From an optimization exercise on the open Yosys and OpenROAD flow, aimed at small area; shortcuts taken in it are not production practice.
At most, simulation tests tie the RTL to the original design; equivalence was not proved.
Power figures rest on the tool's default switching activity, not on a simulated workload.

==> try-indigo <==
## top_module
module top_module
	(
		input clk, reset,
		input wire crypt, b1, b2, b3,
		input wire load, load_sel,
		input wire [3:0] load_addr,
		input wire [7:0] load_data,
		output wire led_init, led_wait1,
		output wire clk_out, reset_lcd, d_c,
		output wire spi_data_out, spi_clk, spi_ce
    );
make LEC_CHECK=0 ABC_AREA=1 CAP_MARGIN=20 CORE_MARGIN=2 CORE_UTILIZATION=40 CTS_BUF_LIST=sky130_fd_sc_hd__clkbuf_8 SLEW_MARGIN=20 SYNTH_MEMORY_MAX_BITS=16384 finish   # period 10.0 ns
run.sh (not shown) runs the stock make flow with config.mk's settings and CLKGATE_MAP_FILE= SYNTH_SCRIPT=/design/flow/synth_recipe.tcl, a recipe that flattens the netlist after the stock synthesis.
==> try-pepper: changes against try-indigo <==
- CORE_UTILIZATION: 40 -> 60
- CTS_BUF_LIST: sky130_fd_sc_hd__clkbuf_8 -> sky130_fd_sc_hd__clkbuf_4
==> qor summary <==
quantity	try-pepper	try-indigo
Data buffer area share	2.52%	2.82%
Total Routed Length	98500 µm	94700 µm
Fraction of standard cell area in multi-input logic	30.9%	30.3%
Metal-1 WL	35200 µm	38700 µm
Final-layout fill cell count	3312	6384
Via count of the first global-routing pass	23200	21900
Result of the run	no timing/DRC/antenna violations	no timing/DRC/antenna violations
Power Clock	0.00205 W	0.00202 W
Largest net degree at the start of global routing	67	65
Htree depth	4	3
Global-route track usage on met2	64.0%	42.2%
Data arrival time at the worst-slack endpoint	3.38 ns	3.05 ns
Fraction of area in registers	54.8%	54.2%
Die X	217 µm	265 µm
Cell-internal power	0.00404 W	0.00403 W
Comb power frac	10.6%	10.4%
Final-layout worst hold slack	0.454 ns	0.450 ns
HPWL after detailed placement	66200 µm	66500 µm
Share of total power in the clock network	36.8%	36.6%
No run of this note included a check of the RTL's function; only the layout flow was run.

========
==> inputs of v30 <==
top_module, a different RTL version from the one above (not shown whole).
==> flow/design.v (excerpt) <==
module top_module
	(
		input clk, reset,
		input wire crypt, b1, b2, b3,
		input wire load, load_sel,
		input wire [3:0] load_addr,
		input wire [7:0] load_data,
		output wire led_init, led_wait1,
		output wire clk_out, reset_lcd, d_c,
		output wire spi_data_out, spi_clk, spi_ce
    );
==> module glcd, before the edit <==
module glcd
	(
		input clk, reset, ram_write_en, clr_lcd_reg,
		input [3:0] ram_W_A,
		input [6:0] ram_data,
		output clk_out, reset_lcd, d_c,
		output spi_data_out, spi_clk, spi_ce
	);
	localparam [3:0]
		PF   = 4'd6,
		PC0  = 4'd7,
		PGAP = 4'd13;
	reg [2:0] cdiv;
	reg [3:0] bcnt;
	reg [3:0] phase;
	reg [6:0] chr;
	reg [7:0] sbuf;
	reg rst_d;
	wire tick = (cdiv == 3'd4);
	wire first = (phase == 4'd0) & (bcnt == 4'd5);
	wire [6:0] ch;
	wire [3:0] ram_R_A = chr[3:0] | {4{chr[6] | chr[5] | chr[4]}};
	register_8x16bit #(.B(7)) lcd_register ( .clk(clk), .clr(clr_lcd_reg),
					.W_E(ram_write_en), .W_A(ram_W_A), .W_D(ram_data),
					.R_A(ram_R_A), .R_D(ch) );
	wire [6:0] glyph;
	wire [2:0] col = (phase == PF) ? 3'd0 : ((phase == PC0) ? 3'd7 : phase[2:0]);
	rom_glcd rom( .ch(ch), .col(col), .R_D(glyph) );
	reg [7:0] next_byte;
	always @(*)
		case (phase)
			4'd0: next_byte = 8'h21;
			4'd1: next_byte = 8'hb0;
			4'd2: next_byte = 8'h04;
			4'd3: next_byte = 8'h14;
			4'd4: next_byte = 8'h20;
			4'd5: next_byte = 8'h0c;
			default: next_byte = {1'b0, glyph};
		endcase
	always @(posedge clk)
		rst_d <= reset;
	always @(posedge clk)
		if (reset == 1'b0) begin
			cdiv <= 3'd0;
			bcnt <= 4'd5;
			phase <= 4'd0;
			chr <= 7'd0;
		end
		else begin
			cdiv <= cdiv + 1'b1;
			if (tick) begin
				if (phase == PGAP) begin
					phase <= PC0;
					chr <= (chr == 7'd83) ? 7'd0 : chr + 1'b1;
				end
				else begin
					bcnt <= bcnt + 1'b1;
					if ((bcnt == 4'd4) | (phase == PF))
						phase <= phase + 1'b1;
				end
			end
		end
	always @(posedge clk)
		if (tick & (bcnt == 4'd5))
			sbuf <= next_byte;
	wire slow_clk = (cdiv[2] & (cdiv[1] | cdiv[0])) | ((cdiv == 3'd0) & ~first);
	assign clk_out = (cdiv[2] & cdiv[1]) | ((cdiv[2:1] == 2'b00) & ~first);
	assign spi_clk = ~slow_clk;
	assign reset_lcd = rst_d;
	assign d_c = phase[3] | (phase == PC0);
	assign spi_ce = ~bcnt[3];
	assign spi_data_out = bcnt[3] & sbuf[~bcnt[2:0]];
endmodule
==> module register_copier, before the edit <==
module register_copier
	(
		input clk, en,
		input [6:0] RAM_data,
		output tRAM_W_EN, SU_completed,
		output reg [3:0] RAM_WR_A,
		output [6:0] tRAM_data
	);
	localparam [2:0]
		S0  = 3'd0,
		S1A = 3'd1,
		S2  = 3'd2,
		S1  = 3'd3,
		S3  = 3'd4;
	reg [5:0] ctr;
	reg [2:0] state;
	reg [6:0] data;
	wire tick = (ctr == 6'd16);
	always @(posedge clk)
		if (en == 1'b0) begin
			ctr <= 6'd0;
			state <= S0;
			RAM_WR_A <= 4'd0;
		end
		else begin
			ctr <= ctr + 1'b1;
			if (tick)
				case (state)
					S0: state <= S1A;
					S1A: begin
						state <= S2;
						data <= RAM_data;
					end
					S2: state <= (RAM_WR_A == 4'd15) ? S3 : S1;
					S1: begin
						state <= S2;
						data <= RAM_data;
						RAM_WR_A <= RAM_WR_A + 1'b1;
					end
					default: state <= state;
				endcase
		end
	assign tRAM_W_EN = (state == S1A) | (state == S2) | (state == S1);
	assign SU_completed = (state == S3);
	assign tRAM_data = data & {7{state != S1A}};
endmodule
==> module datapath, before the edit <==
module datapath
	(
		input clk, reset,
		input wire en_encryption, clr_RAM, en_copier,
		input wire [1:0] key,
		input wire load, load_sel,
		input wire [3:0] load_addr,
		input wire [7:0] load_data,
		output wire encry_completed, copy_completed,
		output wire clk_out, reset_lcd, d_c,
		output wire spi_data_out, spi_clk, spi_ce
    );
	wire en_RAM, w_en;
	wire [3:0] rw_address, c_text_ram_W_A, c_key_ram_W_A;
	wire [7:0] r_d1, r_d2, cipher_data;
	wire [6:0] r_d3, ram_data1;
	wire [7:0] plain_or_key = key[0] ? r_d2 : r_d1;
	wire [6:0] ram_data2 = key[1] ? r_d3 : (plain_or_key[6:0] & {7{~plain_or_key[7]}});
	wire [6:0] cipher_code = cipher_data[6:0] & {7{~cipher_data[7]}};
	glcd lcd( .clk(clk), .reset(reset), .ram_write_en(en_RAM), .clr_lcd_reg(clr_RAM),
		.ram_W_A(rw_address), .ram_data(ram_data1), .clk_out(clk_out),
		.reset_lcd(reset_lcd), .d_c(d_c), .spi_data_out(spi_data_out),
		.spi_clk(spi_clk), .spi_ce(spi_ce) );
	register_copier reg_copier( .clk(clk), .en(en_copier), .RAM_data(ram_data2),
			.tRAM_W_EN(en_RAM), .SU_completed(copy_completed), .RAM_WR_A(rw_address),
			.tRAM_data(ram_data1) );
	ptext_rom_8x16bit plain_text( .clk(clk), .reset(reset), .W_E(load & ~load_sel),
					.W_A(load_addr), .W_D(load_data),
					.R_A(en_encryption ? c_text_ram_W_A : rw_address), .R_D(r_d1) );
	key_rom_8x16bit key_text( .clk(clk), .reset(reset), .W_E(load & load_sel),
					.W_A(load_addr), .W_D(load_data),
					.R_A(en_encryption ? c_key_ram_W_A : rw_address), .R_D(r_d2) );
	register_8x16bit #(.B(7)) cipher_text ( .clk(clk), .clr(clr_RAM),
					.W_E(w_en), .W_A(c_text_ram_W_A), .W_D(cipher_code),
					.R_A(rw_address), .R_D(r_d3) );
	encryption encrypt( .clk(clk), .en(en_encryption), .text_data(r_d1), .key_data(r_d2),
		.cipher_w_en(w_en), .finished(encry_completed), .text_address_ctr(c_text_ram_W_A),
		.key_address_ctr(c_key_ram_W_A), .cipher_data(cipher_data) );
endmodule
Settings: LEC_CHECK=0, ABC_AREA=1, CAP_MARGIN=0, CORE_MARGIN=2, CORE_UTILIZATION=40, SLEW_MARGIN=0, SYNTH_MEMORY_MAX_BITS=16384; clock period 10.0 ns.
standard.sh (not shown) runs the stock make flow with config.mk's settings and CLKGATE_MAP_FILE= SYNTH_SCRIPT=/design/flow/synth_recipe.tcl, a recipe that flattens the netlist after the stock synthesis.
==> flow/flow/run.sh <==
#!/bin/bash
# Layout flow: the standard ORFS flow with two changes:
#  1. synthesis maps the combinational logic with a stronger area-oriented ABC
#     script (abc_deep.script); everything else in synthesis (including register
#     mapping and naming) is the standard synthesis script unchanged;
#  2. clock tree synthesis uses CTS_ARGS from cts_args.txt.
# Each tool's output goes to the ORFS logs (orfs/logs/...) and to flow.log here.
set -euo pipefail
W=$PWD
mkdir -p mysynth
# standard synthesis, with only the abc call replaced
sed "s#source \$::env(SCRIPTS_DIR)/synth.tcl#source $W/mysynth/synth.tcl#" synth_recipe.tcl > mysynth/synth_recipe.tcl
sed "s#log_cmd abc {\*}\$abc_args#log_cmd abc -script $W/flow/abc_deep.script {*}\$lib_args {*}\$lib_dont_use_args#" \
    "$FLOW_HOME/scripts/synth.tcl" > mysynth/synth.tcl
grep -q "abc_deep.script" mysynth/synth.tcl
grep -q "mysynth/synth.tcl" mysynth/synth_recipe.tcl
sed "s#SYNTH_SCRIPT=[^ ]*#SYNTH_SCRIPT=$W/mysynth/synth_recipe.tcl#" standard.sh > mystandard.sh
grep -q "mysynth/synth_recipe.tcl" mystandard.sh
export CTS_ARGS="$(cat flow/cts_args.txt)"
bash mystandard.sh finish > flow.log 2>&1
==> flow/flow/abc_deep.script <==
strash
&get -n
&deepsyn -T 120
&put
dch
map -a
==> flow/flow/cts_args.txt <==
-sink_clustering_enable -repair_clock_nets -buf_list sky130_fd_sc_hd__clkbuf_16 -sink_clustering_size 30 -sink_clustering_max_diameter 120 -dont_use_dummy_load
==> v32: changes against v30 <==
--- a/flow/design.v
+++ b/flow/design.v
@@ -461,3 +461,3 @@
 	(
-		input clk, reset, ram_write_en, clr_lcd_reg,
+		input clk, reset, ram_write_en, ram_upd, clr_lcd_reg,
 		input [3:0] ram_W_A,
@@ -470,4 +470,6 @@
 		PC0  = 4'd7,
+		PC1  = 4'd8,
 		PGAP = 4'd13;
 	reg [2:0] cdiv;
+	reg ph3;
 	reg [3:0] bcnt;
@@ -475,24 +477,41 @@
 	reg [6:0] chr;
-	reg [7:0] sbuf;
+	reg [6:0] sbuf;
 	reg rst_d;
+	reg pend, waiting;
 	wire tick = (cdiv == 3'd4);
 	wire first = (phase == 4'd0) & (bcnt == 4'd5);
-	wire [6:0] ch;
+	wire [3:0] ph = {ph3, cdiv};
+	reg [6:0] slot [0:15];
+	wire [6:0] v15 = slot[15];
+	wire hit_w = (~ph == ram_W_A);
+	wire commit = (ram_write_en | pend) & hit_w;
+	wire zeroing = clr_lcd_reg | ((phase == 4'd0) & ((bcnt == 4'd5) | (bcnt == 4'd6) | ((bcnt == 4'd7) & ph3)));
+	always @(posedge clk)
+		slot[0] <= zeroing ? 7'h00 : (commit ? ram_data : v15);
+	genvar j;
+	generate
+		for (j = 1; j < 16; j = j + 1) begin : ring
+			always @(posedge clk) slot[j] <= slot[j-1];
+		end
+	endgenerate
+	always @(posedge clk)
+		pend <= ~clr_lcd_reg & ~ram_upd & (ram_write_en | pend) & ~hit_w;
 	wire [3:0] ram_R_A = chr[3:0] | {4{chr[6] | chr[5] | chr[4]}};
-	register_8x16bit #(.B(7)) lcd_register ( .clk(clk), .clr(clr_lcd_reg),
-					.W_E(ram_write_en), .W_A(ram_W_A), .W_D(ram_data),
-					.R_A(ram_R_A), .R_D(ch) );
+	wire glyph_phase = (phase == PF) | (phase[3] & (phase != PGAP));
+	wire sample = tick & (bcnt == 4'd5) & glyph_phase;
+	wire bypass = pend & (ram_W_A == ram_R_A);
+	wire hit_r = (~ph == ram_R_A);
+	wire [6:0] ch = (sample & bypass) ? ram_data : v15;
 	wire [6:0] glyph;
-	wire [2:0] col = (phase == PF) ? 3'd0 : ((phase == PC0) ? 3'd7 : phase[2:0]);
+	wire [2:0] col = (phase == PF) ? 3'd0 : phase[2:0];
 	rom_glcd rom( .ch(ch), .col(col), .R_D(glyph) );
-	reg [7:0] next_byte;
+	reg [7:0] setup_byte;
 	always @(*)
-		case (phase)
-			4'd0: next_byte = 8'h21;
-			4'd1: next_byte = 8'hb0;
-			4'd2: next_byte = 8'h04;
-			4'd3: next_byte = 8'h14;
-			4'd4: next_byte = 8'h20;
-			4'd5: next_byte = 8'h0c;
-			default: next_byte = {1'b0, glyph};
+		case (phase[2:0])
+			3'd0: setup_byte = 8'h21;
+			3'd1: setup_byte = 8'hb0;
+			3'd2: setup_byte = 8'h04;
+			3'd3: setup_byte = 8'h14;
+			3'd4: setup_byte = 8'h20;
+			default: setup_byte = 8'h0c;
 		endcase
@@ -503,2 +522,3 @@
 			cdiv <= 3'd0;
+			ph3 <= 1'b0;
 			bcnt <= 4'd5;
@@ -506,2 +526,3 @@
 			chr <= 7'd0;
+			waiting <= 1'b0;
 		end
@@ -509,2 +530,4 @@
 			cdiv <= cdiv + 1'b1;
+			if (cdiv == 3'd7)
+				ph3 <= ~ph3;
 			if (tick) begin
@@ -516,10 +539,14 @@
 					bcnt <= bcnt + 1'b1;
-					if ((bcnt == 4'd4) | (phase == PF))
-						phase <= phase + 1'b1;
+					if (bcnt == 4'd4)
+						phase <= (phase == PF) ? PC1 : phase + 1'b1;
 				end
 			end
+			if (sample & ~bypass & ~hit_r)
+				waiting <= 1'b1;
+			else if (hit_r)
+				waiting <= 1'b0;
 		end
 	always @(posedge clk)
-		if (tick & (bcnt == 4'd5))
-			sbuf <= next_byte;
+		if ((sample & (bypass | hit_r)) | (waiting & hit_r))
+			sbuf <= glyph;
 	wire slow_clk = (cdiv[2] & (cdiv[1] | cdiv[0])) | ((cdiv == 3'd0) & ~first);
@@ -528,5 +555,7 @@
 	assign reset_lcd = rst_d;
-	assign d_c = phase[3] | (phase == PC0);
+	assign d_c = phase[3] | (phase == PC0) | ((phase == PF) & (bcnt != 4'd5));
 	assign spi_ce = ~bcnt[3];
-	assign spi_data_out = bcnt[3] & sbuf[~bcnt[2:0]];
+	wire [2:0] bidx = ~bcnt[2:0];
+	wire [7:0] sbuf8 = {1'b0, sbuf};
+	assign spi_data_out = bcnt[3] & ((phase < PF) ? setup_byte[bidx] : (glyph_phase & sbuf8[bidx]));
 endmodule
@@ -537,3 +566,3 @@
 		input [6:0] RAM_data,
-		output tRAM_W_EN, SU_completed,
+		output tRAM_W_EN, SU_completed, upd,
 		output reg [3:0] RAM_WR_A,
@@ -555,3 +584,2 @@
 			state <= S0;
-			RAM_WR_A <= 4'd0;
 		end
@@ -561,3 +589,7 @@
 				case (state)
-					S0: state <= S1A;
+					S0: begin
+						state <= S1A;
+						RAM_WR_A <= 4'd0;
+						data <= 7'h00;
+					end
 					S1A: begin
@@ -577,3 +609,4 @@
 	assign SU_completed = (state == S3);
-	assign tRAM_data = data & {7{state != S1A}};
+	assign upd = en & tick & ((state == S0) | (state == S1A) | (state == S1));
+	assign tRAM_data = data;
 endmodule
@@ -701,3 +734,3 @@
     );
-	wire en_RAM, w_en;
+	wire en_RAM, w_en, copier_upd;
 	wire [3:0] rw_address, c_text_ram_W_A, c_key_ram_W_A;
@@ -708,3 +741,3 @@
 	wire [6:0] cipher_code = cipher_data[6:0] & {7{~cipher_data[7]}};
-	glcd lcd( .clk(clk), .reset(reset), .ram_write_en(en_RAM), .clr_lcd_reg(clr_RAM),
+	glcd lcd( .clk(clk), .reset(reset), .ram_write_en(en_RAM), .ram_upd(copier_upd), .clr_lcd_reg(clr_RAM),
 		.ram_W_A(rw_address), .ram_data(ram_data1), .clk_out(clk_out),
@@ -713,3 +746,3 @@
 	register_copier reg_copier( .clk(clk), .en(en_copier), .RAM_data(ram_data2),
-			.tRAM_W_EN(en_RAM), .SU_completed(copy_completed), .RAM_WR_A(rw_address),
+			.tRAM_W_EN(en_RAM), .SU_completed(copy_completed), .upd(copier_upd), .RAM_WR_A(rw_address),
 			.tRAM_data(ram_data1) );
==> flow/flow/abc_deep.script (replaced) <==
strash
&get -n
&deepsyn -T 150
&put
&get -n
&dch
&nf -R 2000 -F 20 -A 20
&put
==> flow/flow/cts_args.txt (replaced) <==
-sink_clustering_enable -repair_clock_nets -buf_list sky130_fd_sc_hd__clkbuf_16 -sink_clustering_size 26 -sink_clustering_max_diameter 90 -dont_use_dummy_load
GPL_TIMING_DRIVEN = 0   (was not set)
==> summary.txt <==
- First-iteration DRC count: v32 is lower than v30 (about 7%).
- In v30 the synthesized cell count is higher than in v32, by 18%.
- Of v30 and v32, v30 has the higher global-route usage (gap 2.6 points).
- Against v32, the clock-buffer cell count of v30 is lower by 6.
- Against v32, the utilization of v30 is higher by 0.16 points.
- Critical path depth: v30 is lower than v32 (1).
- Against v32, the total power of v30 is smaller by 7.3%.
- Fmax: v30 is higher than v32 (about 2.8%).
Only the layout flow was run in v30; the RTL was not checked for function there.

afterwards: timing with drivers on the ports:
No port has a modelled driver above. Below, the same layouts with a new extraction and two added sets of constraints.
Step 1 sets driving cells, clkbuf_16 on the clock port and buf_2 on the other inputs (assumed; they add their load-dependent delay and slew).
Step 2 adds t to the input delays and takes it off the output delays; t is the mean of the earliest and latest rising clock arrival at the registers after step 1. Input paths then give back, and output paths get back, about the clock's delay inside the block.
a / b / c = ideal / step 1 / step 2; a / b = the first two.
| run | t (ns) | slack for setup (ns) | worst hold slack (ns) |
|---|---|---|---|
| try-indigo | 0.739 | 4.953 / 4.899 / 5.367 | 0.450 / 0.450 / 0.450 |
| try-pepper | 1.065 | 4.621 / 4.561 / 5.056 | 0.454 / 0.454 / 0.454 |
| v30 | 0.605 | 3.014 / 3.014 / 3.014 | 0.479 / 0.479 / 0.479 |
| v32 | 0.614 | 2.817 / 2.817 / 2.817 | 0.172 / 0.172 / 0.172 |
After both steps setup and hold are still met in every run listed.
